Background: an optimization exercise with open tools, aiming at small area. Do not read the settings as production practice.
Only simulation tests tie the RTL to the original design; equivalence was not proved.
No activity file was given, so power comes from the tool's default toggle rates.

[flow/flow/run.sh]
#!/bin/bash
# Layout flow: the standard flow (standard.sh) with two changes to its
# synthesis, both in the combinational mapping only (registers untouched):
#  - yosys extract_fa is skipped, so adders are mapped by ABC like the rest
#    of the logic instead of being forced onto fa/ha cells;
#  - the final ABC mapping uses flow/abc_area.script (AIG resynthesis with
#    &deepsyn for up to 5 minutes, then area-recovery mapping with &nf)
#    instead of ORFS's abc_area.script.
# Every port is buffered as in the standard flow, but with the smallest
# buffer (buf_1) instead of the one ORFS picks. Synthesis does not add its
# own extra buffers where one net drives several output ports
# (SYNTH_INSBUF=0): the port buffering already gives each port its own.
# Everything else (floorplan, placement, CTS, routing, finishing) is
# standard.sh unchanged. The make output goes to flow_make.log here; ORFS
# writes each step's log under orfs/logs/.
set -euo pipefail
W=$(pwd)
ABC_SCRIPT="$W/flow/abc_area.script"

# synthesis script: synth_recipe.tcl with the two overrides inserted before
# it sources ORFS's synth.tcl
{
  head -n 1 synth_recipe.tcl
  cat <<EOS
proc extract_fa {args} { puts "flow: extract_fa skipped" }
proc abc {args} {
  set i [lsearch -exact \$args -script]
  if {\$i >= 0} { set args [lreplace \$args [expr {\$i + 1}] [expr {\$i + 1}] $ABC_SCRIPT] }
  set i [lsearch -exact \$args -D]
  if {\$i >= 0} { set args [lreplace \$args \$i [expr {\$i + 1}]] }
  puts "flow: abc \$args"
  yosys abc {*}\$args
}
EOS
  tail -n +2 synth_recipe.tcl
} > flow_synth.tcl

sed "s|SYNTH_SCRIPT=[^ ]*|SYNTH_SCRIPT=$W/flow_synth.tcl BUFFER_PORTS_ARGS='-buffer_cell sky130_fd_sc_hd__buf_1' MIN_BUF_CELL_AND_PORTS='sky130_fd_sc_hd__buf_1 A X' SYNTH_INSBUF=0|" standard.sh > flow_standard.sh
grep -q "SYNTH_SCRIPT=$W/flow_synth.tcl" flow_standard.sh

bash flow_standard.sh > flow_make.log 2>&1
[flow/flow/abc_area.script]
strash
&get -n
&fraig -x
&deepsyn -T 300 -S 1
&dch -f
&nf -R 1000 -p
&put
[flow/standard.sh]
#!/bin/bash
# synth_recipe.tcl (not shown) runs the flow's synth.tcl, then flattens the netlist and writes it again
# the make line also repeats each setting of config.mk as NAME=value (left out here)
make -C /OpenROAD-flow-scripts/flow DESIGN_CONFIG=/design/flow/config.mk WORK_HOME=/design/flow/orfs CLKGATE_MAP_FILE= SYNTH_SCRIPT=/design/flow/synth_recipe.tcl "${@:-finish}"
[flow/config.mk]
export PLATFORM = sky130hd
export DESIGN_NAME = car_dashboard_top
export DESIGN_NICKNAME = car_dashboard_top
export VERILOG_FILES = /design/flow/design.v
export SDC_FILE = /design/flow/constraint.sdc
export NUM_CORES = 4
export LEC_CHECK = 0
export ABC_AREA = 1
export CAP_MARGIN = 20
export CORE_MARGIN = 2
export CORE_UTILIZATION = 60
export CTS_BUF_LIST = sky130_fd_sc_hd__clkbuf_4 sky130_fd_sc_hd__clkbuf_8
export CTS_CLUSTER_SIZE = 20
export GPL_TIMING_DRIVEN = 0
export SLEW_MARGIN = 20
[flow/constraint.sdc]
create_clock -name core_clock -period 120.0 [get_ports {clk_50mhz}]
set_input_delay 24.0000 -clock core_clock [delete_from_list [all_inputs] [get_ports {clk_50mhz}]]
set_output_delay 24.0000 -clock core_clock [all_outputs]
set_load 0.01 [all_outputs]
[flow/design.v]
module car_dashboard_top (
    input  wire clk_50mhz,
    input  wire dip_sw8_reset,
    input  wire [5:0] dip_sw_gears,
    input  wire key_accel_n,
    input  wire key_brake_n,
    output wire [7:0] led_rpm,
    output wire [7:0] seg_single,
    output wire [7:0] ar_seg,
    output wire [7:0] ar_sel,
    output wire servo_ctrl,
    output wire piezo_out,
    output wire f_led1_r,
    output wire f_led1_g,
    output wire f_led1_b,
    output wire f_led2_r,
    output wire f_led2_g,
    output wire f_led2_b,
    output wire f_led3_r,
    output wire f_led3_g,
    output wire f_led3_b,
    output wire f_led4_r,
    output wire f_led4_g,
    output wire f_led4_b
);
    wire clk = clk_50mhz;
    wire rst = dip_sw8_reset;
    wire tick_1k, tick_10, sv_h0, sv_h1, sv_h19;
    wire [6:0] c_lo;
    dash_timebase u_tb (
        .clk(clk), .rst(rst), .tick_1k(tick_1k), .tick_10(tick_10), .c_lo(c_lo),
        .sv_h0(sv_h0), .sv_h1(sv_h1), .sv_h19(sv_h19)
    );
    wire a_st, b_st;
    dash_debounce u_acc (.clk(clk), .rst(rst), .tick_1k(tick_1k), .key_n(key_accel_n), .st(a_st));
    dash_debounce u_brk (.clk(clk), .rst(rst), .tick_1k(tick_1k), .key_n(key_brake_n), .st(b_st));
    reg [2:0] gear_sw;
    always @(*) begin
        casez (dip_sw_gears)
            6'b1?????: gear_sw = 3'd6;
            6'b01????: gear_sw = 3'd5;
            6'b001???: gear_sw = 3'd4;
            6'b0001??: gear_sw = 3'd3;
            6'b00001?: gear_sw = 3'd2;
            6'b000001: gear_sw = 3'd1;
            default:   gear_sw = 3'd0;
        endcase
    end
    wire [2:0] gear = rst ? 3'd0 : gear_sw;
    assign seg_single = seg7({1'b0, gear});
    wire [2:0] sp_h;
    wire [3:0] sp_t, sp_o;
    wire [2:0] g_l;
    dash_engine u_eng (
        .clk(clk), .rst(rst), .tick_10(tick_10), .thr(a_st), .brk(b_st), .gear(gear_sw),
        .sp_h(sp_h), .sp_t(sp_t), .sp_o(sp_o), .g_l(g_l)
    );
    wire [12:0] rpm;
    dash_rpm u_rpm (.g(g_l), .sp_h(sp_h), .sp_t(sp_t), .sp_o(sp_o), .rpm(rpm));
    wire [6:0] sv_r;
    wire [8:0] phi;
    wire r5500, r7000;
    dash_rpm_out u_ro (.rpm(rpm), .led(led_rpm), .r5500(r5500), .r7000(r7000), .sv_r(sv_r), .phi(phi));
    assign {f_led1_r, f_led1_g, f_led1_b} = {r5500, ~r7000, ~r5500};
    assign {f_led2_r, f_led2_g, f_led2_b} = {r5500, ~r7000, ~r5500};
    assign {f_led3_r, f_led3_g, f_led3_b} = {r5500, ~r7000, ~r5500};
    assign {f_led4_r, f_led4_g, f_led4_b} = {r5500, ~r7000, ~r5500};
    dash_display u_disp (
        .clk(clk), .rst(rst), .tick_1k(tick_1k), .sp_h(sp_h), .sp_t(sp_t), .sp_o(sp_o),
        .seg(ar_seg), .an(ar_sel)
    );
    assign servo_ctrl = sv_h0 | (sv_h1 & ge8(add8({1'b0, c_lo}, {1'b0, sv_r}, 1'b0), 8'd101)) |
                        (sv_h19 & tick_1k);
    dash_piezo u_pz (.clk(clk), .rst(rst), .phi(phi), .pz(piezo_out));
    function [7:0] add8;
        input [7:0] a;
        input [7:0] b;
        input ci;
        integer i;
        reg c;
        begin
            c = ci;
            for (i = 0; i < 8; i = i + 1) begin
                add8[i] = a[i] ^ b[i] ^ c;
                c = (a[i] & b[i]) | (c & (a[i] | b[i]));
            end
        end
    endfunction
    function ge8;
        input [7:0] a;
        input [7:0] b;
        integer i;
        reg c;
        begin
            c = 1'b1;
            for (i = 0; i < 8; i = i + 1)
                c = (a[i] & ~b[i]) | (c & (a[i] | ~b[i]));
            ge8 = c;
        end
    endfunction
    function [7:0] seg7;
        input [3:0] v;
        begin
            case (v)
                4'd0: seg7 = 8'b0011_1111;
                4'd1: seg7 = 8'b0000_0110;
                4'd2: seg7 = 8'b0101_1011;
                4'd3: seg7 = 8'b0100_1111;
                4'd4: seg7 = 8'b0110_0110;
                4'd5: seg7 = 8'b0110_1101;
                4'd6: seg7 = 8'b0111_1101;
                4'd7: seg7 = 8'b0000_0111;
                4'd8: seg7 = 8'b0111_1111;
                4'd9: seg7 = 8'b0110_1111;
                default: seg7 = 8'b1111_1111;
            endcase
        end
    endfunction
endmodule
module dash_timebase (
    input  wire clk,
    input  wire rst,
    output wire tick_1k,
    output wire tick_10,
    output reg  [6:0] c_lo,
    output wire sv_h0,
    output wire sv_h1,
    output wire sv_h19
);
    reg [4:0] k20;
    reg [2:0] k5;
    assign tick_1k = (c_lo == 7'd0);
    wire k20_last = (k20 == 5'd19);
    wire k5_last = (k5 == 3'd4);
    assign tick_10 = tick_1k & k20_last & k5_last;
    assign sv_h0 = (k20 == 5'd0);
    assign sv_h1 = (k20 == 5'd1);
    assign sv_h19 = k20_last;
    always @(posedge clk or posedge rst) begin
        if (rst) begin
            c_lo <= 7'd100;
            k20  <= 5'd0;
            k5   <= 3'd0;
        end else begin
            c_lo <= tick_1k ? 7'd99 : add7(c_lo, 7'h7f, 1'b0);
            if (tick_1k) begin
                k20 <= k20_last ? 5'd0 : add5(k20, 5'd0, 1'b1);
                if (k20_last)
                    k5 <= k5_last ? 3'd0 : add3(k5, 3'd0, 1'b1);
            end
        end
    end
    function [6:0] add7;
        input [6:0] a;
        input [6:0] b;
        input ci;
        integer i;
        reg c;
        begin
            c = ci;
            for (i = 0; i < 7; i = i + 1) begin
                add7[i] = a[i] ^ b[i] ^ c;
                c = (a[i] & b[i]) | (c & (a[i] | b[i]));
            end
        end
    endfunction
    function [4:0] add5;
        input [4:0] a;
        input [4:0] b;
        input ci;
        integer i;
        reg c;
        begin
            c = ci;
            for (i = 0; i < 5; i = i + 1) begin
                add5[i] = a[i] ^ b[i] ^ c;
                c = (a[i] & b[i]) | (c & (a[i] | b[i]));
            end
        end
    endfunction
    function [2:0] add3;
        input [2:0] a;
        input [2:0] b;
        input ci;
        integer i;
        reg c;
        begin
            c = ci;
            for (i = 0; i < 3; i = i + 1) begin
                add3[i] = a[i] ^ b[i] ^ c;
                c = (a[i] & b[i]) | (c & (a[i] | b[i]));
            end
        end
    endfunction
endmodule
module dash_debounce (
    input  wire clk,
    input  wire rst,
    input  wire tick_1k,
    input  wire key_n,
    output reg  st
);
    reg [1:0] sync;
    reg [2:0] cnt;
    always @(posedge clk or posedge rst) begin
        if (rst) begin
            sync <= 2'b00;
            st   <= 1'b0;
            cnt  <= 3'd0;
        end else begin
            sync <= {sync[0], ~key_n};
            if (tick_1k) begin
                if (sync[1] == st) begin
                    cnt <= 3'd0;
                end else if (cnt == 3'b100) begin
                    st  <= ~st;
                    cnt <= 3'd0;
                end else begin
                    cnt <= {cnt[1:0], ~cnt[2]};
                end
            end
        end
    end
endmodule
module dash_engine (
    input  wire clk,
    input  wire rst,
    input  wire tick_10,
    input  wire thr,
    input  wire brk,
    input  wire [2:0] gear,
    output reg  [2:0] sp_h,
    output reg  [3:0] sp_t,
    output reg  [3:0] sp_o,
    output reg  [2:0] g_l
);
    reg [4:0] d_acc, d_brk;
    reg [2:0] gm_h;
    reg [3:0] gm_t;
    always @(*) begin
        case (gear)
            3'd1: begin d_acc = 5'd2; d_brk = 5'd28; gm_h = 3'd0; gm_t = 4'd3; end
            3'd2: begin d_acc = 5'd3; d_brk = 5'd27; gm_h = 3'd0; gm_t = 4'd7; end
            3'd3: begin d_acc = 5'd4; d_brk = 5'd26; gm_h = 3'd1; gm_t = 4'd3; end
            3'd4: begin d_acc = 5'd5; d_brk = 5'd25; gm_h = 3'd2; gm_t = 4'd0; end
            3'd5: begin d_acc = 5'd6; d_brk = 5'd25; gm_h = 3'd3; gm_t = 4'd0; end
            3'd6: begin d_acc = 5'd6; d_brk = 5'd24; gm_h = 3'd4; gm_t = 4'd0; end
            default: begin d_acc = 5'd0; d_brk = 5'd24; gm_h = 3'd4; gm_t = 4'd0; end
        endcase
    end
    wire [4:0] delta = brk ? d_brk : thr ? d_acc : 5'h1f;
    wire [4:0] ox = add5({1'b0, sp_o}, delta, 1'b0);    
    wire o_neg = ox[4];
    wire o_big = ~ox[4] & ox[3] & (ox[2] | ox[1]);       
    wire [3:0] n_o = o_neg ? add4(ox[3:0], 4'd10, 1'b0) :
                     o_big ? add4(ox[3:0], 4'd6, 1'b0) : ox[3:0];
    wire t_zero = (sp_t == 4'd0);
    wire t_nine = (sp_t == 4'd9);
    wire [3:0] n_t = o_neg ? (t_zero ? 4'd9 : add4(sp_t, 4'hf, 1'b0)) :
                     o_big ? (t_nine ? 4'd0 : add4(sp_t, 4'd0, 1'b1)) : sp_t;
    wire t_bor = o_neg & t_zero;
    wire t_car = o_big & t_nine;
    wire [2:0] n_h = t_bor ? add3(sp_h, 3'h7, 1'b0) :
                     t_car ? add3(sp_h, 3'd0, 1'b1) : sp_h;
    wire below0 = t_bor & (sp_h == 3'd0);                
    wire s_lt_gm = ~ge3(sp_h, gm_h) | ((sp_h == gm_h) & ~ge4(sp_t, gm_t));
    wire [2:0] lim_h = s_lt_gm ? gm_h : 3'd4;
    wire [3:0] lim_t = s_lt_gm ? gm_t : 4'd0;
    wire n_lt_lim = ~ge3(n_h, lim_h) | ((n_h == lim_h) & ~ge4(n_t, lim_t));
    wire clamp_hi = thr & ~brk & ~n_lt_lim;
    always @(posedge clk or posedge rst) begin
        if (rst) begin
            sp_h <= 3'd0;
            sp_t <= 4'd0;
            sp_o <= 4'd0;
            g_l  <= 3'd0;
        end else if (tick_10) begin
            g_l <= gear;
            if (below0) begin
                sp_h <= 3'd0;
                sp_t <= 4'd0;
                sp_o <= 4'd0;
            end else if (clamp_hi) begin
                sp_h <= lim_h;
                sp_t <= lim_t;
                sp_o <= 4'd0;
            end else begin
                sp_h <= n_h;
                sp_t <= n_t;
                sp_o <= n_o;
            end
        end
    end
    function [4:0] add5;
        input [4:0] a;
        input [4:0] b;
        input ci;
        integer i;
        reg c;
        begin
            c = ci;
            for (i = 0; i < 5; i = i + 1) begin
                add5[i] = a[i] ^ b[i] ^ c;
                c = (a[i] & b[i]) | (c & (a[i] | b[i]));
            end
        end
    endfunction
    function [3:0] add4;
        input [3:0] a;
        input [3:0] b;
        input ci;
        integer i;
        reg c;
        begin
            c = ci;
            for (i = 0; i < 4; i = i + 1) begin
                add4[i] = a[i] ^ b[i] ^ c;
                c = (a[i] & b[i]) | (c & (a[i] | b[i]));
            end
        end
    endfunction
    function [2:0] add3;
        input [2:0] a;
        input [2:0] b;
        input ci;
        integer i;
        reg c;
        begin
            c = ci;
            for (i = 0; i < 3; i = i + 1) begin
                add3[i] = a[i] ^ b[i] ^ c;
                c = (a[i] & b[i]) | (c & (a[i] | b[i]));
            end
        end
    endfunction
    function ge4;
        input [3:0] a;
        input [3:0] b;
        integer i;
        reg c;
        begin
            c = 1'b1;
            for (i = 0; i < 4; i = i + 1)
                c = (a[i] & ~b[i]) | (c & (a[i] | ~b[i]));
            ge4 = c;
        end
    endfunction
    function ge3;
        input [2:0] a;
        input [2:0] b;
        integer i;
        reg c;
        begin
            c = 1'b1;
            for (i = 0; i < 3; i = i + 1)
                c = (a[i] & ~b[i]) | (c & (a[i] | ~b[i]));
            ge3 = c;
        end
    endfunction
endmodule
module dash_rpm (
    input  wire [2:0] g,
    input  wire [2:0] sp_h,
    input  wire [3:0] sp_t,
    input  wire [3:0] sp_o,
    output wire [12:0] rpm
);
    wire [17:0] vh = {2'b0, tab_h(g, {1'b0, sp_h})};
    wire [17:0] vt = {2'b0, tab_t(g, sp_t)};
    wire [17:0] vo = {2'b0, tab_o(g, sp_o)};
    wire [17:0] sum = add18(add18(vh, vt, 1'b0), vo, 1'b0);
    wire [14:0] rsum = sum[17:3];
    assign rpm = (g == 3'd0) | ~ge15(rsum, 15'd800) ? 13'd800 :
                 ge15(rsum, 15'd8001) ? 13'd8000 : rsum[12:0];
    function [15:0] tab_h;
        input [2:0] g;
        input [3:0] d;
        begin
            case ({g, d})
                {3'd1, 4'd0}: tab_h = 16'd0;
                {3'd1, 4'd1}: tab_h = 16'd64008;
                {3'd1, 4'd2}: tab_h = 16'd64008;
                {3'd1, 4'd3}: tab_h = 16'd64008;
                {3'd1, 4'd4}: tab_h = 16'd64008;
                {3'd2, 4'd0}: tab_h = 16'd0;
                {3'd2, 4'd1}: tab_h = 16'd43099;
                {3'd2, 4'd2}: tab_h = 16'd64008;
                {3'd2, 4'd3}: tab_h = 16'd64008;
                {3'd2, 4'd4}: tab_h = 16'd64008;
                {3'd3, 4'd0}: tab_h = 16'd0;
                {3'd3, 4'd1}: tab_h = 16'd27748;
                {3'd3, 4'd2}: tab_h = 16'd55497;
                {3'd3, 4'd3}: tab_h = 16'd64008;
                {3'd3, 4'd4}: tab_h = 16'd64008;
                {3'd4, 4'd0}: tab_h = 16'd0;
                {3'd4, 4'd1}: tab_h = 16'd19680;
                {3'd4, 4'd2}: tab_h = 16'd39360;
                {3'd4, 4'd3}: tab_h = 16'd59040;
                {3'd4, 4'd4}: tab_h = 16'd64008;
                {3'd5, 4'd0}: tab_h = 16'd0;
                {3'd5, 4'd1}: tab_h = 16'd16334;
                {3'd5, 4'd2}: tab_h = 16'd32668;
                {3'd5, 4'd3}: tab_h = 16'd49003;
                {3'd5, 4'd4}: tab_h = 16'd64008;
                {3'd6, 4'd0}: tab_h = 16'd0;
                {3'd6, 4'd1}: tab_h = 16'd14169;
                {3'd6, 4'd2}: tab_h = 16'd28339;
                {3'd6, 4'd3}: tab_h = 16'd42508;
                {3'd6, 4'd4}: tab_h = 16'd56678;
                default: tab_h = 16'bx;
            endcase
        end
    endfunction
    function [15:0] tab_t;
        input [2:0] g;
        input [3:0] d;
        begin
            case ({g, d})
                {3'd1, 4'd0}: tab_t = 16'd0;
                {3'd1, 4'd1}: tab_t = 16'd7084;
                {3'd1, 4'd2}: tab_t = 16'd14169;
                {3'd1, 4'd3}: tab_t = 16'd21254;
                {3'd1, 4'd4}: tab_t = 16'd28339;
                {3'd1, 4'd5}: tab_t = 16'd35424;
                {3'd1, 4'd6}: tab_t = 16'd42508;
                {3'd1, 4'd7}: tab_t = 16'd49593;
                {3'd1, 4'd8}: tab_t = 16'd56678;
                {3'd1, 4'd9}: tab_t = 16'd63763;
                {3'd2, 4'd0}: tab_t = 16'd0;
                {3'd2, 4'd1}: tab_t = 16'd4309;
                {3'd2, 4'd2}: tab_t = 16'd8619;
                {3'd2, 4'd3}: tab_t = 16'd12929;
                {3'd2, 4'd4}: tab_t = 16'd17239;
                {3'd2, 4'd5}: tab_t = 16'd21549;
                {3'd2, 4'd6}: tab_t = 16'd25859;
                {3'd2, 4'd7}: tab_t = 16'd30169;
                {3'd2, 4'd8}: tab_t = 16'd34479;
                {3'd2, 4'd9}: tab_t = 16'd38789;
                {3'd3, 4'd0}: tab_t = 16'd0;
                {3'd3, 4'd1}: tab_t = 16'd2774;
                {3'd3, 4'd2}: tab_t = 16'd5549;
                {3'd3, 4'd3}: tab_t = 16'd8324;
                {3'd3, 4'd4}: tab_t = 16'd11099;
                {3'd3, 4'd5}: tab_t = 16'd13874;
                {3'd3, 4'd6}: tab_t = 16'd16649;
                {3'd3, 4'd7}: tab_t = 16'd19424;
                {3'd3, 4'd8}: tab_t = 16'd22199;
                {3'd3, 4'd9}: tab_t = 16'd24973;
                {3'd4, 4'd0}: tab_t = 16'd0;
                {3'd4, 4'd1}: tab_t = 16'd1968;
                {3'd4, 4'd2}: tab_t = 16'd3936;
                {3'd4, 4'd3}: tab_t = 16'd5904;
                {3'd4, 4'd4}: tab_t = 16'd7872;
                {3'd4, 4'd5}: tab_t = 16'd9840;
                {3'd4, 4'd6}: tab_t = 16'd11808;
                {3'd4, 4'd7}: tab_t = 16'd13776;
                {3'd4, 4'd8}: tab_t = 16'd15744;
                {3'd4, 4'd9}: tab_t = 16'd17712;
                {3'd5, 4'd0}: tab_t = 16'd0;
                {3'd5, 4'd1}: tab_t = 16'd1633;
                {3'd5, 4'd2}: tab_t = 16'd3266;
                {3'd5, 4'd3}: tab_t = 16'd4900;
                {3'd5, 4'd4}: tab_t = 16'd6533;
                {3'd5, 4'd5}: tab_t = 16'd8167;
                {3'd5, 4'd6}: tab_t = 16'd9800;
                {3'd5, 4'd7}: tab_t = 16'd11434;
                {3'd5, 4'd8}: tab_t = 16'd13067;
                {3'd5, 4'd9}: tab_t = 16'd14700;
                {3'd6, 4'd0}: tab_t = 16'd0;
                {3'd6, 4'd1}: tab_t = 16'd1416;
                {3'd6, 4'd2}: tab_t = 16'd2833;
                {3'd6, 4'd3}: tab_t = 16'd4250;
                {3'd6, 4'd4}: tab_t = 16'd5667;
                {3'd6, 4'd5}: tab_t = 16'd7084;
                {3'd6, 4'd6}: tab_t = 16'd8501;
                {3'd6, 4'd7}: tab_t = 16'd9918;
                {3'd6, 4'd8}: tab_t = 16'd11335;
                {3'd6, 4'd9}: tab_t = 16'd12752;
                default: tab_t = 16'bx;
            endcase
        end
    endfunction
    function [15:0] tab_o;
        input [2:0] g;
        input [3:0] d;
        begin
            case ({g, d})
                {3'd1, 4'd0}: tab_o = 16'd0;
                {3'd1, 4'd1}: tab_o = 16'd709;
                {3'd1, 4'd2}: tab_o = 16'd1417;
                {3'd1, 4'd3}: tab_o = 16'd2126;
                {3'd1, 4'd4}: tab_o = 16'd2834;
                {3'd1, 4'd5}: tab_o = 16'd3543;
                {3'd1, 4'd6}: tab_o = 16'd4251;
                {3'd1, 4'd7}: tab_o = 16'd4960;
                {3'd1, 4'd8}: tab_o = 16'd5668;
                {3'd1, 4'd9}: tab_o = 16'd6377;
                {3'd2, 4'd0}: tab_o = 16'd0;
                {3'd2, 4'd1}: tab_o = 16'd431;
                {3'd2, 4'd2}: tab_o = 16'd862;
                {3'd2, 4'd3}: tab_o = 16'd1293;
                {3'd2, 4'd4}: tab_o = 16'd1724;
                {3'd2, 4'd5}: tab_o = 16'd2155;
                {3'd2, 4'd6}: tab_o = 16'd2586;
                {3'd2, 4'd7}: tab_o = 16'd3017;
                {3'd2, 4'd8}: tab_o = 16'd3448;
                {3'd2, 4'd9}: tab_o = 16'd3879;
                {3'd3, 4'd0}: tab_o = 16'd0;
                {3'd3, 4'd1}: tab_o = 16'd278;
                {3'd3, 4'd2}: tab_o = 16'd555;
                {3'd3, 4'd3}: tab_o = 16'd833;
                {3'd3, 4'd4}: tab_o = 16'd1110;
                {3'd3, 4'd5}: tab_o = 16'd1388;
                {3'd3, 4'd6}: tab_o = 16'd1665;
                {3'd3, 4'd7}: tab_o = 16'd1943;
                {3'd3, 4'd8}: tab_o = 16'd2220;
                {3'd3, 4'd9}: tab_o = 16'd2498;
                {3'd4, 4'd0}: tab_o = 16'd0;
                {3'd4, 4'd1}: tab_o = 16'd197;
                {3'd4, 4'd2}: tab_o = 16'd394;
                {3'd4, 4'd3}: tab_o = 16'd591;
                {3'd4, 4'd4}: tab_o = 16'd788;
                {3'd4, 4'd5}: tab_o = 16'd984;
                {3'd4, 4'd6}: tab_o = 16'd1181;
                {3'd4, 4'd7}: tab_o = 16'd1378;
                {3'd4, 4'd8}: tab_o = 16'd1575;
                {3'd4, 4'd9}: tab_o = 16'd1772;
                {3'd5, 4'd0}: tab_o = 16'd0;
                {3'd5, 4'd1}: tab_o = 16'd164;
                {3'd5, 4'd2}: tab_o = 16'd327;
                {3'd5, 4'd3}: tab_o = 16'd491;
                {3'd5, 4'd4}: tab_o = 16'd654;
                {3'd5, 4'd5}: tab_o = 16'd817;
                {3'd5, 4'd6}: tab_o = 16'd981;
                {3'd5, 4'd7}: tab_o = 16'd1144;
                {3'd5, 4'd8}: tab_o = 16'd1307;
                {3'd5, 4'd9}: tab_o = 16'd1471;
                {3'd6, 4'd0}: tab_o = 16'd0;
                {3'd6, 4'd1}: tab_o = 16'd142;
                {3'd6, 4'd2}: tab_o = 16'd284;
                {3'd6, 4'd3}: tab_o = 16'd426;
                {3'd6, 4'd4}: tab_o = 16'd567;
                {3'd6, 4'd5}: tab_o = 16'd709;
                {3'd6, 4'd6}: tab_o = 16'd851;
                {3'd6, 4'd7}: tab_o = 16'd992;
                {3'd6, 4'd8}: tab_o = 16'd1134;
                {3'd6, 4'd9}: tab_o = 16'd1276;
                default: tab_o = 16'bx;
            endcase
        end
    endfunction
    function [17:0] add18;
        input [17:0] a;
        input [17:0] b;
        input ci;
        integer i;
        reg c;
        begin
            c = ci;
            for (i = 0; i < 18; i = i + 1) begin
                add18[i] = a[i] ^ b[i] ^ c;
                c = (a[i] & b[i]) | (c & (a[i] | b[i]));
            end
        end
    endfunction
    function ge15;
        input [14:0] a;
        input [14:0] b;
        integer i;
        reg c;
        begin
            c = 1'b1;
            for (i = 0; i < 15; i = i + 1)
                c = (a[i] & ~b[i]) | (c & (a[i] | ~b[i]));
            ge15 = c;
        end
    endfunction
endmodule
module dash_rpm_out (
    input  wire [12:0] rpm,
    output wire [7:0] led,
    output wire r5500,
    output wire r7000,
    output wire [6:0] sv_r,
    output wire [8:0] phi
);
    assign r5500 = ge13(rpm, 13'd5500);
    assign r7000 = ge13(rpm, 13'd7000);
    assign led = {ge13(rpm, 13'd7800), ge13(rpm, 13'd7200), ge13(rpm, 13'd6500), r5500,
                  ge13(rpm, 13'd4000), ge13(rpm, 13'd2500), ge13(rpm, 13'd1000), 1'b1};
    reg [7:0] a;
    reg [2:0] r;
    integer i;
    always @(*) begin
        r = 3'd0;
        for (i = 7; i >= 0; i = i - 1) begin
            {a[i], r} = step5({r, rpm[5 + i]});
        end
    end
    wire [7:0] b = {r, rpm[4:0]};
    wire b80 = (r == 3'd4) | (r == 3'd3) | ((r == 3'd2) & rpm[4]);
    assign sv_r = {a[5:0], b80};
    assign phi = add9(add9({a[5:0], 3'd0}, {3'd0, a[5:0]}, 1'b0), {5'd0, ninth(b)}, 1'b0);
    function [3:0] step5;
        input [3:0] v;
        begin
            case (v)
                4'd0: step5 = {1'b0, 3'd0};
                4'd1: step5 = {1'b0, 3'd1};
                4'd2: step5 = {1'b0, 3'd2};
                4'd3: step5 = {1'b0, 3'd3};
                4'd4: step5 = {1'b0, 3'd4};
                4'd5: step5 = {1'b1, 3'd0};
                4'd6: step5 = {1'b1, 3'd1};
                4'd7: step5 = {1'b1, 3'd2};
                4'd8: step5 = {1'b1, 3'd3};
                4'd9: step5 = {1'b1, 3'd4};
                default: step5 = 4'bxxxx;
            endcase
        end
    endfunction
    function [3:0] ninth;
        input [7:0] b;
        begin
            case (b)
                8'd0: ninth = 4'd0;
                8'd1: ninth = 4'd0;
                8'd2: ninth = 4'd0;
                8'd3: ninth = 4'd0;
                8'd4: ninth = 4'd0;
                8'd5: ninth = 4'd0;
                8'd6: ninth = 4'd0;
                8'd7: ninth = 4'd0;
                8'd8: ninth = 4'd0;
                8'd9: ninth = 4'd0;
                8'd10: ninth = 4'd0;
                8'd11: ninth = 4'd0;
                8'd12: ninth = 4'd0;
                8'd13: ninth = 4'd0;
                8'd14: ninth = 4'd0;
                8'd15: ninth = 4'd0;
                8'd16: ninth = 4'd0;
                8'd17: ninth = 4'd0;
                8'd18: ninth = 4'd1;
                8'd19: ninth = 4'd1;
                8'd20: ninth = 4'd1;
                8'd21: ninth = 4'd1;
                8'd22: ninth = 4'd1;
                8'd23: ninth = 4'd1;
                8'd24: ninth = 4'd1;
                8'd25: ninth = 4'd1;
                8'd26: ninth = 4'd1;
                8'd27: ninth = 4'd1;
                8'd28: ninth = 4'd1;
                8'd29: ninth = 4'd1;
                8'd30: ninth = 4'd1;
                8'd31: ninth = 4'd1;
                8'd32: ninth = 4'd1;
                8'd33: ninth = 4'd1;
                8'd34: ninth = 4'd1;
                8'd35: ninth = 4'd1;
                8'd36: ninth = 4'd2;
                8'd37: ninth = 4'd2;
                8'd38: ninth = 4'd2;
                8'd39: ninth = 4'd2;
                8'd40: ninth = 4'd2;
                8'd41: ninth = 4'd2;
                8'd42: ninth = 4'd2;
                8'd43: ninth = 4'd2;
                8'd44: ninth = 4'd2;
                8'd45: ninth = 4'd2;
                8'd46: ninth = 4'd2;
                8'd47: ninth = 4'd2;
                8'd48: ninth = 4'd2;
                8'd49: ninth = 4'd2;
                8'd50: ninth = 4'd2;
                8'd51: ninth = 4'd2;
                8'd52: ninth = 4'd2;
                8'd53: ninth = 4'd2;
                8'd54: ninth = 4'd3;
                8'd55: ninth = 4'd3;
                8'd56: ninth = 4'd3;
                8'd57: ninth = 4'd3;
                8'd58: ninth = 4'd3;
                8'd59: ninth = 4'd3;
                8'd60: ninth = 4'd3;
                8'd61: ninth = 4'd3;
                8'd62: ninth = 4'd3;
                8'd63: ninth = 4'd3;
                8'd64: ninth = 4'd3;
                8'd65: ninth = 4'd3;
                8'd66: ninth = 4'd3;
                8'd67: ninth = 4'd3;
                8'd68: ninth = 4'd3;
                8'd69: ninth = 4'd3;
                8'd70: ninth = 4'd3;
                8'd71: ninth = 4'd3;
                8'd72: ninth = 4'd4;
                8'd73: ninth = 4'd4;
                8'd74: ninth = 4'd4;
                8'd75: ninth = 4'd4;
                8'd76: ninth = 4'd4;
                8'd77: ninth = 4'd4;
                8'd78: ninth = 4'd4;
                8'd79: ninth = 4'd4;
                8'd80: ninth = 4'd4;
                8'd81: ninth = 4'd4;
                8'd82: ninth = 4'd4;
                8'd83: ninth = 4'd4;
                8'd84: ninth = 4'd4;
                8'd85: ninth = 4'd4;
                8'd86: ninth = 4'd4;
                8'd87: ninth = 4'd4;
                8'd88: ninth = 4'd4;
                8'd89: ninth = 4'd5;
                8'd90: ninth = 4'd5;
                8'd91: ninth = 4'd5;
                8'd92: ninth = 4'd5;
                8'd93: ninth = 4'd5;
                8'd94: ninth = 4'd5;
                8'd95: ninth = 4'd5;
                8'd96: ninth = 4'd5;
                8'd97: ninth = 4'd5;
                8'd98: ninth = 4'd5;
                8'd99: ninth = 4'd5;
                8'd100: ninth = 4'd5;
                8'd101: ninth = 4'd5;
                8'd102: ninth = 4'd5;
                8'd103: ninth = 4'd5;
                8'd104: ninth = 4'd5;
                8'd105: ninth = 4'd5;
                8'd106: ninth = 4'd5;
                8'd107: ninth = 4'd6;
                8'd108: ninth = 4'd6;
                8'd109: ninth = 4'd6;
                8'd110: ninth = 4'd6;
                8'd111: ninth = 4'd6;
                8'd112: ninth = 4'd6;
                8'd113: ninth = 4'd6;
                8'd114: ninth = 4'd6;
                8'd115: ninth = 4'd6;
                8'd116: ninth = 4'd6;
                8'd117: ninth = 4'd6;
                8'd118: ninth = 4'd6;
                8'd119: ninth = 4'd6;
                8'd120: ninth = 4'd6;
                8'd121: ninth = 4'd6;
                8'd122: ninth = 4'd6;
                8'd123: ninth = 4'd6;
                8'd124: ninth = 4'd6;
                8'd125: ninth = 4'd7;
                8'd126: ninth = 4'd7;
                8'd127: ninth = 4'd7;
                8'd128: ninth = 4'd7;
                8'd129: ninth = 4'd7;
                8'd130: ninth = 4'd7;
                8'd131: ninth = 4'd7;
                8'd132: ninth = 4'd7;
                8'd133: ninth = 4'd7;
                8'd134: ninth = 4'd7;
                8'd135: ninth = 4'd7;
                8'd136: ninth = 4'd7;
                8'd137: ninth = 4'd7;
                8'd138: ninth = 4'd7;
                8'd139: ninth = 4'd7;
                8'd140: ninth = 4'd7;
                8'd141: ninth = 4'd7;
                8'd142: ninth = 4'd7;
                8'd143: ninth = 4'd8;
                8'd144: ninth = 4'd8;
                8'd145: ninth = 4'd8;
                8'd146: ninth = 4'd8;
                8'd147: ninth = 4'd8;
                8'd148: ninth = 4'd8;
                8'd149: ninth = 4'd8;
                8'd150: ninth = 4'd8;
                8'd151: ninth = 4'd8;
                8'd152: ninth = 4'd8;
                8'd153: ninth = 4'd8;
                8'd154: ninth = 4'd8;
                8'd155: ninth = 4'd8;
                8'd156: ninth = 4'd8;
                8'd157: ninth = 4'd8;
                8'd158: ninth = 4'd8;
                8'd159: ninth = 4'd8;
                default: ninth = 4'd0;
            endcase
        end
    endfunction
    function [8:0] add9;
        input [8:0] a;
        input [8:0] b;
        input ci;
        integer i;
        reg c;
        begin
            c = ci;
            for (i = 0; i < 9; i = i + 1) begin
                add9[i] = a[i] ^ b[i] ^ c;
                c = (a[i] & b[i]) | (c & (a[i] | b[i]));
            end
        end
    endfunction
    function ge13;
        input [12:0] a;
        input [12:0] b;
        integer i;
        reg c;
        begin
            c = 1'b1;
            for (i = 0; i < 13; i = i + 1)
                c = (a[i] & ~b[i]) | (c & (a[i] | ~b[i]));
            ge13 = c;
        end
    endfunction
endmodule
module dash_display (
    input  wire clk,
    input  wire rst,
    input  wire tick_1k,
    input  wire [2:0] sp_h,
    input  wire [3:0] sp_t,
    input  wire [3:0] sp_o,
    output wire [7:0] seg,
    output wire [7:0] an
);
    reg [1:0] disp;
    reg [3:0] dig;
    wire [3:0] d_sel = (disp == 2'd1) ? sp_t : (disp == 2'd2) ? sp_o : {1'b0, sp_h};
    always @(posedge clk or posedge rst) begin
        if (rst) begin
            disp <= 2'd0;
            dig  <= 4'd15;
        end else if (tick_1k) begin
            disp <= (disp == 2'd3) ? 2'd1 : add2(disp, 2'd0, 1'b1);
            dig  <= d_sel;
        end
    end
    assign seg = seg7(dig);
    assign an = {disp != 2'd3, disp != 2'd2, disp != 2'd1, 5'b11111};
    function [1:0] add2;
        input [1:0] a;
        input [1:0] b;
        input ci;
        integer i;
        reg c;
        begin
            c = ci;
            for (i = 0; i < 2; i = i + 1) begin
                add2[i] = a[i] ^ b[i] ^ c;
                c = (a[i] & b[i]) | (c & (a[i] | b[i]));
            end
        end
    endfunction
    function [7:0] seg7;
        input [3:0] v;
        begin
            case (v)
                4'd0: seg7 = 8'b0011_1111;
                4'd1: seg7 = 8'b0000_0110;
                4'd2: seg7 = 8'b0101_1011;
                4'd3: seg7 = 8'b0100_1111;
                4'd4: seg7 = 8'b0110_0110;
                4'd5: seg7 = 8'b0110_1101;
                4'd6: seg7 = 8'b0111_1101;
                4'd7: seg7 = 8'b0000_0111;
                4'd8: seg7 = 8'b0111_1111;
                4'd9: seg7 = 8'b0110_1111;
                default: seg7 = 8'b1111_1111;
            endcase
        end
    endfunction
endmodule
module dash_piezo (
    input  wire clk,
    input  wire rst,
    input  wire [8:0] phi,
    output reg  pz
);
    reg [9:0] pc;
    reg [8:0] qr;
    reg       pp;
    always @(posedge clk or posedge rst) begin
        if (rst) begin
            pc <= 10'd0;
            qr <= 9'd450;
            pp <= 1'b0;
            pz <= 1'b0;
        end else begin
            pz <= pz ^ pp;
            pp <= ~pp & ~ge9(qr, phi);
            if (pp) begin
                pc <= 10'd0;
                qr <= 9'd450;
            end else begin
                pc <= add10(pc, 10'd0, 1'b1);
                qr <= add9(qr, ~{6'd0, q_step(pc)}, 1'b1);
            end
        end
    end
    function [2:0] q_step;
        input [9:0] c;
        begin
            case (c)
                10'd98: q_step = 3'd5;
                10'd99: q_step = 3'd5;
                10'd100: q_step = 3'd5;
                10'd101: q_step = 3'd5;
                10'd102: q_step = 3'd4;
                10'd103: q_step = 3'd5;
                10'd104: q_step = 3'd4;
                10'd105: q_step = 3'd5;
                10'd106: q_step = 3'd4;
                10'd107: q_step = 3'd4;
                10'd108: q_step = 3'd4;
                10'd109: q_step = 3'd4;
                10'd110: q_step = 3'd4;
                10'd111: q_step = 3'd4;
                10'd112: q_step = 3'd4;
                10'd113: q_step = 3'd3;
                10'd114: q_step = 3'd4;
                10'd115: q_step = 3'd4;
                10'd116: q_step = 3'd3;
                10'd117: q_step = 3'd4;
                10'd118: q_step = 3'd3;
                10'd119: q_step = 3'd4;
                10'd120: q_step = 3'd3;
                10'd121: q_step = 3'd3;
                10'd122: q_step = 3'd3;
                10'd123: q_step = 3'd4;
                10'd124: q_step = 3'd3;
                10'd125: q_step = 3'd3;
                10'd126: q_step = 3'd3;
                10'd127: q_step = 3'd3;
                10'd128: q_step = 3'd3;
                10'd129: q_step = 3'd3;
                10'd130: q_step = 3'd3;
                10'd131: q_step = 3'd2;
                10'd132: q_step = 3'd3;
                10'd133: q_step = 3'd3;
                10'd134: q_step = 3'd3;
                10'd135: q_step = 3'd2;
                10'd136: q_step = 3'd3;
                10'd137: q_step = 3'd2;
                10'd138: q_step = 3'd3;
                10'd139: q_step = 3'd2;
                10'd140: q_step = 3'd3;
                10'd141: q_step = 3'd2;
                10'd142: q_step = 3'd3;
                10'd143: q_step = 3'd2;
                10'd144: q_step = 3'd2;
                10'd145: q_step = 3'd3;
                10'd146: q_step = 3'd2;
                10'd147: q_step = 3'd2;
                10'd148: q_step = 3'd2;
                10'd149: q_step = 3'd3;
                10'd150: q_step = 3'd2;
                10'd151: q_step = 3'd2;
                10'd152: q_step = 3'd2;
                10'd153: q_step = 3'd2;
                10'd154: q_step = 3'd2;
                10'd155: q_step = 3'd2;
                10'd156: q_step = 3'd2;
                10'd157: q_step = 3'd2;
                10'd158: q_step = 3'd2;
                10'd159: q_step = 3'd2;
                10'd160: q_step = 3'd2;
                10'd161: q_step = 3'd2;
                10'd162: q_step = 3'd1;
                10'd163: q_step = 3'd2;
                10'd164: q_step = 3'd2;
                10'd165: q_step = 3'd2;
                10'd166: q_step = 3'd2;
                10'd167: q_step = 3'd1;
                10'd168: q_step = 3'd2;
                10'd169: q_step = 3'd2;
                10'd170: q_step = 3'd1;
                10'd171: q_step = 3'd2;
                10'd172: q_step = 3'd2;
                10'd173: q_step = 3'd1;
                10'd174: q_step = 3'd2;
                10'd175: q_step = 3'd2;
                10'd176: q_step = 3'd1;
                10'd177: q_step = 3'd2;
                10'd178: q_step = 3'd1;
                10'd179: q_step = 3'd2;
                10'd180: q_step = 3'd1;
                10'd181: q_step = 3'd2;
                10'd182: q_step = 3'd1;
                10'd183: q_step = 3'd2;
                10'd184: q_step = 3'd1;
                10'd185: q_step = 3'd2;
                10'd186: q_step = 3'd1;
                10'd187: q_step = 3'd1;
                10'd188: q_step = 3'd2;
                10'd189: q_step = 3'd1;
                10'd190: q_step = 3'd1;
                10'd191: q_step = 3'd2;
                10'd192: q_step = 3'd1;
                10'd193: q_step = 3'd1;
                10'd194: q_step = 3'd2;
                10'd195: q_step = 3'd1;
                10'd196: q_step = 3'd1;
                10'd197: q_step = 3'd1;
                10'd198: q_step = 3'd2;
                10'd199: q_step = 3'd1;
                10'd200: q_step = 3'd1;
                10'd201: q_step = 3'd1;
                10'd202: q_step = 3'd2;
                10'd203: q_step = 3'd1;
                10'd204: q_step = 3'd1;
                10'd205: q_step = 3'd1;
                10'd206: q_step = 3'd1;
                10'd207: q_step = 3'd1;
                10'd208: q_step = 3'd2;
                10'd209: q_step = 3'd1;
                10'd210: q_step = 3'd1;
                10'd211: q_step = 3'd1;
                10'd212: q_step = 3'd1;
                10'd213: q_step = 3'd1;
                10'd214: q_step = 3'd1;
                10'd215: q_step = 3'd1;
                10'd216: q_step = 3'd1;
                10'd217: q_step = 3'd1;
                10'd218: q_step = 3'd1;
                10'd219: q_step = 3'd1;
                10'd220: q_step = 3'd1;
                10'd221: q_step = 3'd1;
                10'd222: q_step = 3'd1;
                10'd223: q_step = 3'd1;
                10'd224: q_step = 3'd1;
                10'd225: q_step = 3'd1;
                10'd226: q_step = 3'd1;
                10'd227: q_step = 3'd1;
                10'd228: q_step = 3'd1;
                10'd229: q_step = 3'd1;
                10'd230: q_step = 3'd1;
                10'd231: q_step = 3'd1;
                10'd232: q_step = 3'd1;
                10'd233: q_step = 3'd1;
                10'd234: q_step = 3'd1;
                10'd236: q_step = 3'd1;
                10'd237: q_step = 3'd1;
                10'd238: q_step = 3'd1;
                10'd239: q_step = 3'd1;
                10'd240: q_step = 3'd1;
                10'd241: q_step = 3'd1;
                10'd243: q_step = 3'd1;
                10'd244: q_step = 3'd1;
                10'd245: q_step = 3'd1;
                10'd246: q_step = 3'd1;
                10'd248: q_step = 3'd1;
                10'd249: q_step = 3'd1;
                10'd250: q_step = 3'd1;
                10'd251: q_step = 3'd1;
                10'd253: q_step = 3'd1;
                10'd254: q_step = 3'd1;
                10'd255: q_step = 3'd1;
                10'd257: q_step = 3'd1;
                10'd258: q_step = 3'd1;
                10'd259: q_step = 3'd1;
                10'd261: q_step = 3'd1;
                10'd262: q_step = 3'd1;
                10'd263: q_step = 3'd1;
                10'd265: q_step = 3'd1;
                10'd266: q_step = 3'd1;
                10'd268: q_step = 3'd1;
                10'd269: q_step = 3'd1;
                10'd271: q_step = 3'd1;
                10'd272: q_step = 3'd1;
                10'd274: q_step = 3'd1;
                10'd275: q_step = 3'd1;
                10'd277: q_step = 3'd1;
                10'd278: q_step = 3'd1;
                10'd280: q_step = 3'd1;
                10'd282: q_step = 3'd1;
                10'd283: q_step = 3'd1;
                10'd285: q_step = 3'd1;
                10'd287: q_step = 3'd1;
                10'd288: q_step = 3'd1;
                10'd290: q_step = 3'd1;
                10'd292: q_step = 3'd1;
                10'd293: q_step = 3'd1;
                10'd295: q_step = 3'd1;
                10'd297: q_step = 3'd1;
                10'd299: q_step = 3'd1;
                10'd301: q_step = 3'd1;
                10'd302: q_step = 3'd1;
                10'd304: q_step = 3'd1;
                10'd306: q_step = 3'd1;
                10'd308: q_step = 3'd1;
                10'd310: q_step = 3'd1;
                10'd312: q_step = 3'd1;
                10'd314: q_step = 3'd1;
                10'd316: q_step = 3'd1;
                10'd318: q_step = 3'd1;
                10'd320: q_step = 3'd1;
                10'd322: q_step = 3'd1;
                10'd324: q_step = 3'd1;
                10'd326: q_step = 3'd1;
                10'd329: q_step = 3'd1;
                10'd331: q_step = 3'd1;
                10'd333: q_step = 3'd1;
                10'd335: q_step = 3'd1;
                10'd338: q_step = 3'd1;
                10'd340: q_step = 3'd1;
                10'd342: q_step = 3'd1;
                10'd345: q_step = 3'd1;
                10'd347: q_step = 3'd1;
                10'd350: q_step = 3'd1;
                10'd352: q_step = 3'd1;
                10'd355: q_step = 3'd1;
                10'd357: q_step = 3'd1;
                10'd360: q_step = 3'd1;
                10'd362: q_step = 3'd1;
                10'd365: q_step = 3'd1;
                10'd368: q_step = 3'd1;
                10'd371: q_step = 3'd1;
                10'd373: q_step = 3'd1;
                10'd376: q_step = 3'd1;
                10'd379: q_step = 3'd1;
                10'd382: q_step = 3'd1;
                10'd385: q_step = 3'd1;
                10'd388: q_step = 3'd1;
                10'd391: q_step = 3'd1;
                10'd394: q_step = 3'd1;
                10'd398: q_step = 3'd1;
                10'd401: q_step = 3'd1;
                10'd404: q_step = 3'd1;
                10'd407: q_step = 3'd1;
                10'd411: q_step = 3'd1;
                10'd414: q_step = 3'd1;
                10'd418: q_step = 3'd1;
                10'd421: q_step = 3'd1;
                10'd425: q_step = 3'd1;
                10'd429: q_step = 3'd1;
                10'd432: q_step = 3'd1;
                10'd436: q_step = 3'd1;
                10'd440: q_step = 3'd1;
                10'd444: q_step = 3'd1;
                10'd448: q_step = 3'd1;
                10'd452: q_step = 3'd1;
                10'd456: q_step = 3'd1;
                10'd460: q_step = 3'd1;
                10'd465: q_step = 3'd1;
                10'd469: q_step = 3'd1;
                10'd474: q_step = 3'd1;
                10'd478: q_step = 3'd1;
                10'd483: q_step = 3'd1;
                10'd488: q_step = 3'd1;
                10'd493: q_step = 3'd1;
                10'd498: q_step = 3'd1;
                10'd503: q_step = 3'd1;
                10'd508: q_step = 3'd1;
                10'd513: q_step = 3'd1;
                10'd518: q_step = 3'd1;
                10'd524: q_step = 3'd1;
                default: q_step = 3'd0;
            endcase
        end
    endfunction
    function [9:0] add10;
        input [9:0] a;
        input [9:0] b;
        input ci;
        integer i;
        reg c;
        begin
            c = ci;
            for (i = 0; i < 10; i = i + 1) begin
                add10[i] = a[i] ^ b[i] ^ c;
                c = (a[i] & b[i]) | (c & (a[i] | b[i]));
            end
        end
    endfunction
    function [8:0] add9;
        input [8:0] a;
        input [8:0] b;
        input ci;
        integer i;
        reg c;
        begin
            c = ci;
            for (i = 0; i < 9; i = i + 1) begin
                add9[i] = a[i] ^ b[i] ^ c;
                c = (a[i] & b[i]) | (c & (a[i] | b[i]));
            end
        end
    endfunction
    function ge9;
        input [8:0] a;
        input [8:0] b;
        integer i;
        reg c;
        begin
            c = 1'b1;
            for (i = 0; i < 9; i = i + 1)
                c = (a[i] & ~b[i]) | (c & (a[i] | ~b[i]));
            ge9 = c;
        end
    endfunction
endmodule
==> results of run 1 <==
## stage by stage
step | instance area, um^2 | power (uW) | utilization (%) | hold WS, ps
after CTS | 8040 | 47.3 | 66.9 | 355
final | 8040 | 47.0 | 67.0 | 356
after floorplan | 7410 | 25.0 | - | 331
after detailed placement | 7810 | 25.7 | 65.0 | 336
after global placement | 7780 | 25.7 | 64.8 | 333
after global routing | 8040 | 48.5 | 67.0 | 369
## worst max-delay path by stage
stage | startpoint | endpoint | slack [ps] | cells after the start
floorplan | dip_sw8_reset | seg_single[1] | 69880 | 2
detailed placement | dip_sw_gears[4] | seg_single[5] | 70270 | 9
finish | dip_sw_gears[4] | seg_single[5] | 70240 | 9
global route | dip_sw_gears[4] | seg_single[5] | 69990 | 9
CTS | dip_sw_gears[4] | seg_single[5] | 70250 | 9
global placement | dip_sw8_reset | seg_single[1] | 69180 | 4
## logic make-up (layout without fill, tap and decap cells)
kind of cell / Yosys count / after routing
simple gates: 535 / 535
mux: 5 / 5
fa+ha+maj: 17 / 17
buf+inv: 29 / 95
other cells: 2 / 7
compound gates: 328 / 328
flops: 68 / 68
xor+xnor: 83 / 83
## critical path, cell delays in order
cell and delay, ps:
buf_1 170, nor3_1 440, nand2b_1 140, nor2_1 140, nand2_1 120, o21a_1 170
a21oi_1 280, o21ai_0 130, buf_1 160
## power groups by stage
| stage | logic (uW) | clock network, uW | registers [uW] |
|---|---|---|---|
| global route | 2.40 | 23.0 | 23.1 |
| detailed placement | 2.12 | 0 | 23.5 |
| global placement | 2.10 | 0 | 23.5 |
| CTS | 2.12 | 22.0 | 23.1 |
| finish | 2.13 | 21.7 | 23.1 |
| floorplan | 1.47 | 0 | 23.5 |
## layout make-up
type | count | share of cell area, %
clock buffers | 11 | 1.80
clock inverters | 5 | 1.06
inverters | 29 | 1.42
multi-input cells | 975 | 69.6
flip-flops and latches | 68 | 21.4
well taps | 147 | 2.29
repair buffers | 50 | 2.49
## sequential cells by signal (all words and copies together) (netlist names), 2 cells and up
register,count
u_acc.cnt,3
u_acc.sync,2
u_brk.cnt,3
u_brk.sync,2
u_disp.dig,4
u_disp.disp,2
u_eng.g_l,3
u_eng.sp_h,3
u_eng.sp_o,4
u_eng.sp_t,4
u_pz.pc,10
u_pz.qr,9
u_tb.c_lo,7
u_tb.k20,5
u_tb.k5,3
## cells in the final DEF (no fill, tap or decap), types with 15 or more instances in the layout
cell type  instances
nor2_1           161
nand2_1          130
a21oi_1           90
o21ai_0           82
xnor2_1           58
dfrtp_1           55
nor3_1            51
nor2b_1           51
buf_1             48
nand2b_1          44
clkinv_1          28
xor2_1            25
nand3_1           23
o22ai_1           21
o31ai_1           19
a31oi_1           17
maj3_1            17
and2_0            15
a21o_1            15
## layer usage
layer | up-vias | GRT usage (%)
li1 | 4035 | -
met5 | - | 0
met2 | 437 | 51.7
met4 | 0 | 14.8
met1 | 3740 | 45.9
met3 | 84 | 5.85
==> results.tsv, run 1 <==
stage	metric	value	unit
status	status	complete, no violations	
floorplan	core	12000	um^2
detailed_routing	routed_wl	22200	um
worst_setup_path	crit_type	input pin to output pin	
power	pwr-share-clk	46.3	%
logic_synthesis	syn_area_per_cell	6.93	um^2
run	max-cap-violations	0	
sta	setup_slack	70240	ps
logic_synthesis	synth_top_family_by_area	simple AND/OR/NAND/NOR gates	
final_layout	nFillCells	1120	
power	p_per_area	5.84	nW/um^2
detailed_routing	first_pass_iters	6	
clock_tree	cts_max_path_buffers	2	
logic_synthesis	synthArstFlopShare	100	%
logic_synthesis	syn-cell-area	7400	um^2
worst_setup_path	critPathArrivalTime	25760	ps
sta	fmax	0.0201	GHz
power	combinationalPowerShare	4.5	%
detailed_routing	drc	0	
global_routing	gr-usage-all-layers	33.4	%
sta	finalCritPeriodShare	41.5	%
sta	clock-skew-final	11.6	ps
final_layout	syn_to_final_growth	8.75	%
power	vdd_drop_max	0.00853	mV
clock_tree	insertion_delay	360	ps
clock_tree	cts_tree	yes	
logic_synthesis	synth_compound_area_share	27.9	%
clock_tree	cts_resized	0	
worst_setup_path	rr_startpoint	u_eng.g_l[0]	
placed_design	dp_hpwl	16400	um
placed_design	place_congestion	1.05	
logic_synthesis	yosysTopAreaCellShare	19.3	%
logic_synthesis	synth_edf_count	0	
global_routing	grt_pass1_wl	35600	um
logic_synthesis	muxShareOfSynthArea	0.727	%
min_path	hold_end	u_brk.sync[1]	
logic_synthesis	synth_xor_area_share	9.83	%
sta	finalHoldViolations	0	
power	leakage	0.00293	uW
worst_setup_path	critPathRequiredTime	96000	ps
logic_synthesis	yosysTopAreaCell	dfrtp_1	
placed_design	pre_cts_ws	70270	ps
detailed_routing	wl_per_cell	17.3	um
logic_synthesis	synth_warnings	8	
floorplan	die_h	115	um
global_routing	antenna_found_initial	0	
power	switchingPower	10.8	uW
detailed_routing	final_antenna_net_count	0	
clock_tree	htreeDepth	3	
detailed_routing	met3RoutedLength	1920	um
logic_synthesis	ys_seq_elements	68	
global_routing	grt_pass1_vias	7316	
sta	setup_viol	0	
sta	finalMaxSlewViolations	0	
worst_setup_path	reg2reg_slack	105490	ps
final_layout	final-instance-count-excl-fill	1285	
clock_tree	clock-root-buffer	clkbuf_8	
global_routing	grt-ovfl-total	0	
final_layout	drive_above_1_share	2.90	%
min_path	holdCritStartpoint	u_brk.sync[0]	
final_layout	nets	1143	
worst_setup_path	reg2reg_depth	60	
clock_tree	ctsHoldBuffers	0	
logic_synthesis	synth_simple_gate_area_share	34.4	%
floorplan	initial_core_util	61.6	%
logic_synthesis	synth_seq_area_share	23.2	%
detailed_routing	vias	8296	
logic_synthesis	ys.flop_type	dfrtp_1	
min_path	hp-class	flip-flop to flip-flop	
sta	tns	0	ps
logic_synthesis	synth_fa_ha_area_share	2.30	%
clock_tree	postCtsSetupBuffers	0	
placed_design	dp_cells	1269	
floorplan	die_area	13200	um^2
min_path	hold_depth	0	
logic_synthesis	ys_types	57	
sta	worst_slew_pin_slew	1180	ps
worst_setup_path	r2r_end	u_pz.pp	
detailed_routing	wl_met1	9590	um
worst_setup_path	crit_path_start_kind	input pin	
worst_setup_path	endpoint_kind	output pin	
power	seqPwrFrac	49.2	%
placed_design	port_buffers	48	
sta	min_period	49760	ps
floorplan	io-pin-count	56	
logic_synthesis	synth_common_cells	nor2_1 (161), nand2_1 (130), a21oi_1 (90), o21ai_0 (82), xnor2_1 (58)	
clock_tree	cts_num_sinks	68	
logic_synthesis	synth_area_leaders	dfrtp_1 (19%), nor2_1 (8.2%), xnor2_1 (6.9%), nand2_1 (6.6%), a21oi_1 (6.1%)	
detailed_routing	vias_per_cell	6.46	
final_layout	seqCellArea	1720	um^2
floorplan	num_rows	40	
worst_setup_path	path_max_fanout	9	
detailed_routing	top_layer_used	met4	
detailed_routing	wl_met2	9720	um
logic_synthesis	netlist_instances	1067	
detailed_routing	drt_iter0_drc	1120	
power	intPower	36.2	uW
global_routing	grt_max_degree	71	
sta	slew-limit-headroom	21.4	%
final_layout	multi_input_area	5600	um^2
sta	rsz0062_at_grt	false	
floorplan	die_w	115	um
clock_tree	cts-buffers-inserted	9	
clock_tree	clk_pin_slew_worst_paths	70	ps
logic_synthesis	yosys.cell_count.top_type	nor2_1	
final_layout	diodes	0	
power	p_sw_share	23.0	%
==> inputs of run 2 (changes only) <==
--- a/flow/flow/run.sh
+++ b/flow/flow/run.sh
@@ -4,7 +4,7 @@
 #  - yosys extract_fa is skipped, so adders are mapped by ABC like the rest
 #    of the logic instead of being forced onto fa/ha cells;
 #  - the final ABC mapping uses flow/abc_area.script (AIG resynthesis with
-#    &deepsyn for up to 5 minutes, then area-recovery mapping with &nf)
+#    &deepsyn for up to 10 minutes, then area-recovery mapping with &nf)
 #    instead of ORFS's abc_area.script.
 # Every port is buffered as in the standard flow, but with the smallest
 # buffer (buf_1) instead of the one ORFS picks. Synthesis does not add its
==> flow/flow/abc_area.script (replaced) <==
strash
&get -n
&fraig -x
&deepsyn -T 600 -S 1
&dch -f
&nf -R 1000 -p
&put
==> results.tsv, run 2 <==
stage	metric	value	unit	change
logic_synthesis	syn-cell-area	7260	um^2	-1.8%
sta	worst_slew_pin_slew	1070	ps	-108 ps
placed_design	place_congestion	0.978		-6.5%
global_routing	gr-usage-all-layers	32.7	%	-0.71 points
clock_tree	cts_resized	0		unchanged
floorplan	initial_core_util	60.9	%	-0.63 points
logic_synthesis	synth_edf_count	0		unchanged
final_layout	final_cell_area	7870	um^2	-2.2%
sta	holdWs	354	ps	-2.22 ps
detailed_routing	vias	8176		-1.4%
floorplan	num_rows	40		unchanged
floorplan	die_h	114	um	-0.90%
sta	min_period	49540	ps	-213 ps
final_layout	mostFrequentLayoutCells	nor2_1 (168), nand2_1 (124), a21oi_1 (96)		
power	vdd_drop_max	0.00593	mV	-30%
final_layout	top_register	u_pz.pc		
final_layout	largest_register_ffs	10		unchanged
clock_tree	htreeDepth	3		unchanged
sta	finalHoldViolations	0		unchanged
min_path	hp-class	flip-flop to flip-flop		
clock_tree	clk_pin_slew_worst_paths	80	ps	about the same
final_layout	syn_to_final_growth	8.39	%	
logic_synthesis	ys_types	61		+7.0%
clock_tree	cts_num_sinks	68		unchanged
logic_synthesis	synth_common_cells	nor2_1 (168), nand2_1 (124), a21oi_1 (96), o21ai_0 (93)		
sta	clock-skew-final	10.5	ps	-1.15 ps
logic_synthesis	synth_warnings	8		unchanged
sta	tns	0	ps	unchanged
clock_tree	cts_max_path_buffers	2		unchanged
worst_setup_path	critPathRequiredTime	96000	ps	about the same
logic_synthesis	syn_area_per_cell	6.94	um^2	+0.13%
clock_tree	cts-buffers-inserted	9		unchanged
logic_synthesis	netlist_instances	1046		-2.0%
final_layout	top_regs	u_pz.pc (10), u_pz.qr (9), u_tb.c_lo (7)		
floorplan	io-pin-count	56		unchanged
sta	rsz0062_at_grt	false		
detailed_routing	drt_iter0_drc	1222		+9.1%
final_layout	drive_above_1_share	2.87	%	-0.032 points
logic_synthesis	yosysTopAreaCell	dfrtp_1		
worst_setup_path	critPathArrivalTime	25540	ps	-220 ps
sta	fmax	0.0202	GHz	+0.43%
logic_synthesis	ys_seq_elements	68		unchanged
logic_synthesis	synth_area_leaders	dfrtp_1 (20%), nor2_1 (8.7%), xnor2_1 (6.9%), a21oi_1 (6.6%), o21ai_0 (6.4%)		
clock_tree	insertion_delay	360	ps	about the same
run	max-cap-violations	0		unchanged
detailed_routing	first_pass_iters	5		-1
final_layout	nFillCells	1081		-3.5%
sta	finalCritPeriodShare	41.3	%	-0.18 points
floorplan	die_w	114	um	-0.90%
global_routing	grt-ovfl-total	0		unchanged
final_layout	nets	1121		-1.9%
clock_tree	ctsHoldBuffers	0		unchanged
floorplan	core	11900	um^2	-0.83%
global_routing	grt_pass1_wl	34700	um	-2.5%
global_routing	grt_max_degree	71		unchanged
detailed_routing	wl_per_cell	16.9	um	-2.3%
logic_synthesis	synthArstFlopShare	100	%	unchanged
detailed_routing	final_antenna_net_count	0		unchanged
final_layout	diodes	0		unchanged
sta	finalMaxSlewViolations	0		unchanged
power	leakage	0.00290	uW	-0.76%
clock_tree	postCtsSetupBuffers	0		unchanged
clock_tree	clock-root-buffer	clkbuf_8		
worst_setup_path	crit_type	input pin to output pin		
placed_design	dp_hpwl	15700	um	-3.9%
global_routing	grt_pass1_vias	7179		-1.9%
sta	setup_viol	0		unchanged
logic_synthesis	ys.flop_type	dfrtp_1		
logic_synthesis	yosys.cell_count.top_type	nor2_1		
worst_setup_path	path_max_fanout	8		-1
worst_setup_path	endpoint_kind	output pin		
status	status	complete, no violations		
worst_setup_path	crit_path_start_kind	input pin		
final_layout	final_common_cell	nor2_1		
logic_synthesis	synth_seq_area_share	23.6	%	+0.44 points
detailed_routing	drc	0		unchanged
placed_design	place_area	7660	um^2	-1.9%
global_routing	antenna_found_initial	0		unchanged
sta	slew-limit-headroom	28.6	%	+7.2 points
detailed_routing	routed_wl	21300	um	-4.0%
floorplan	die_area	13000	um^2	-1.8%
placed_design	port_buffers	48		unchanged
logic_synthesis	yosysTopAreaCellShare	19.6	%	+0.36 points
detailed_routing	vias_per_cell	6.47		+0.27%
clock_tree	cts_tree	yes		
power	p_per_area	5.78	nW/um^2	-1.1%
[run 2: cell count changes in the layout (fill, tap and decap cells not counted), moves of 9 or more]
cell      delta
a21o_1       -9
a211oi_1     +9
o21ai_0     +11
nor2b_1     -28
nor3_1      -17
[run 2: layer usage]
layer	up-vias	wire length (um)	track usage, %	part of all wire [%]
li1	3972	-	-	-
met1	3687	9360	45.0	44
met2	424	9390	52.1	44
met3	93	1750	5.84	8.2
met4	0	800	10.9	3.8
met5	-	0	0	0
[run 2: final cells by class]
cell class                      count  area (um^2)  area share [%]
Sequential cell                    68         1720            21.8
Multi-Input combinational cell    948         5440            69.1
Clock buffer                        9          124            1.57
Timing Repair Buffer               49          185            2.35
Tap cell                          147          184            2.34
Inverter                           35          136            1.73
Clock inverter                      7         83.8            1.07
[run 2: cells by family (layout without fill, tap and decap cells)]
kind of cell	after synthesis	in the layout	synth area share, %
compound gates	356	356	31.0
xor+xnor	88	88	10.6
fa+ha+maj	14	14	1.93
buf+inv	35	100	1.81
flops	68	68	23.6
mux	4	4	0.586
other cells	2	7	0.103
simple gates	479	479	30.4
[run 2: path summary, 6_finish.rpt]
check                           startpoint       endpoint  slack [ps]  depth (start not counted)
setup reg to reg              u_eng.g_l[1]        u_pz.pp      104570                         62
hold / removal               u_acc.sync[0]  u_acc.sync[1]         350                          0
setup / recovery           dip_sw_gears[5]  seg_single[5]       70460                          5
min in group asynchronous    dip_sw8_reset       u_brk.st       23710                          2
hold reg to reg              u_acc.sync[0]  u_acc.sync[1]         350                          0
max in group asynchronous    dip_sw8_reset   u_tb.c_lo[0]       95840                          2
[run 2: where the power goes]
part           internal (uW)  leakage [uW]  switching [uW]
clock                   9.94      0.000102            9.88
sequential              23.0      0.000800          0.0800
combinational          0.833       0.00200            1.77
total                   33.8       0.00290            11.7
[run 2: worst max-delay path, cell delays in order]
cell and delay (ps):
buf_1 160, nor4_1 820, a21oi_1 200, o21ai_0 190, buf_1 170
[run 2: per-stage QoR]
stage	setup slack, ps	cells	power, uW	util [%]
3_3_place_gp	69200	1246	26.1	64.2
4_1_cts	70490	1263	45.9	66.0
2_1_floorplan	69880	1051	25.4	-
3_5_place_dp	70520	1247	26.1	64.3
5_1_grt	70250	1263	47.3	66.1
6_report	70460	1263	45.5	66.1

[port drivers added, routing unchanged]
The flow's constraints put no driver on any port. The routed layouts listed below were extracted and timed again, unchanged, in two steps. Step 1, drivers: a clkbuf_16 drives clk_50mhz and a buf_2 each remaining input, both assumed. Step 2 adds t to the input delays and takes it off the output delays; t is the mean of the earliest and latest rising clock arrival at the registers after step 1. Input paths then give back, and output paths get back, about the clock's delay inside the block. a / b / c = ideal ports / drivers / drivers and shift; a / b = the first two.
run	shift t [ns]	slack for setup (ns)	hold WS [ns]	worst data-port slew with drivers (ns)	pins driven straight from the clock port
run 1	0.387	70.245 / 70.225 / 70.225	0.356 / 0.356 / 0.356	0.03	1
run 2	0.386	70.458 / 70.439 / 70.439	0.354 / 0.354 / 0.354	0.03	1
After both steps setup and hold are still met in every run listed. For run 1, which loses most, drivers alone change the setup slack by -0.020 ns; drivers and shift together by -0.020 ns.
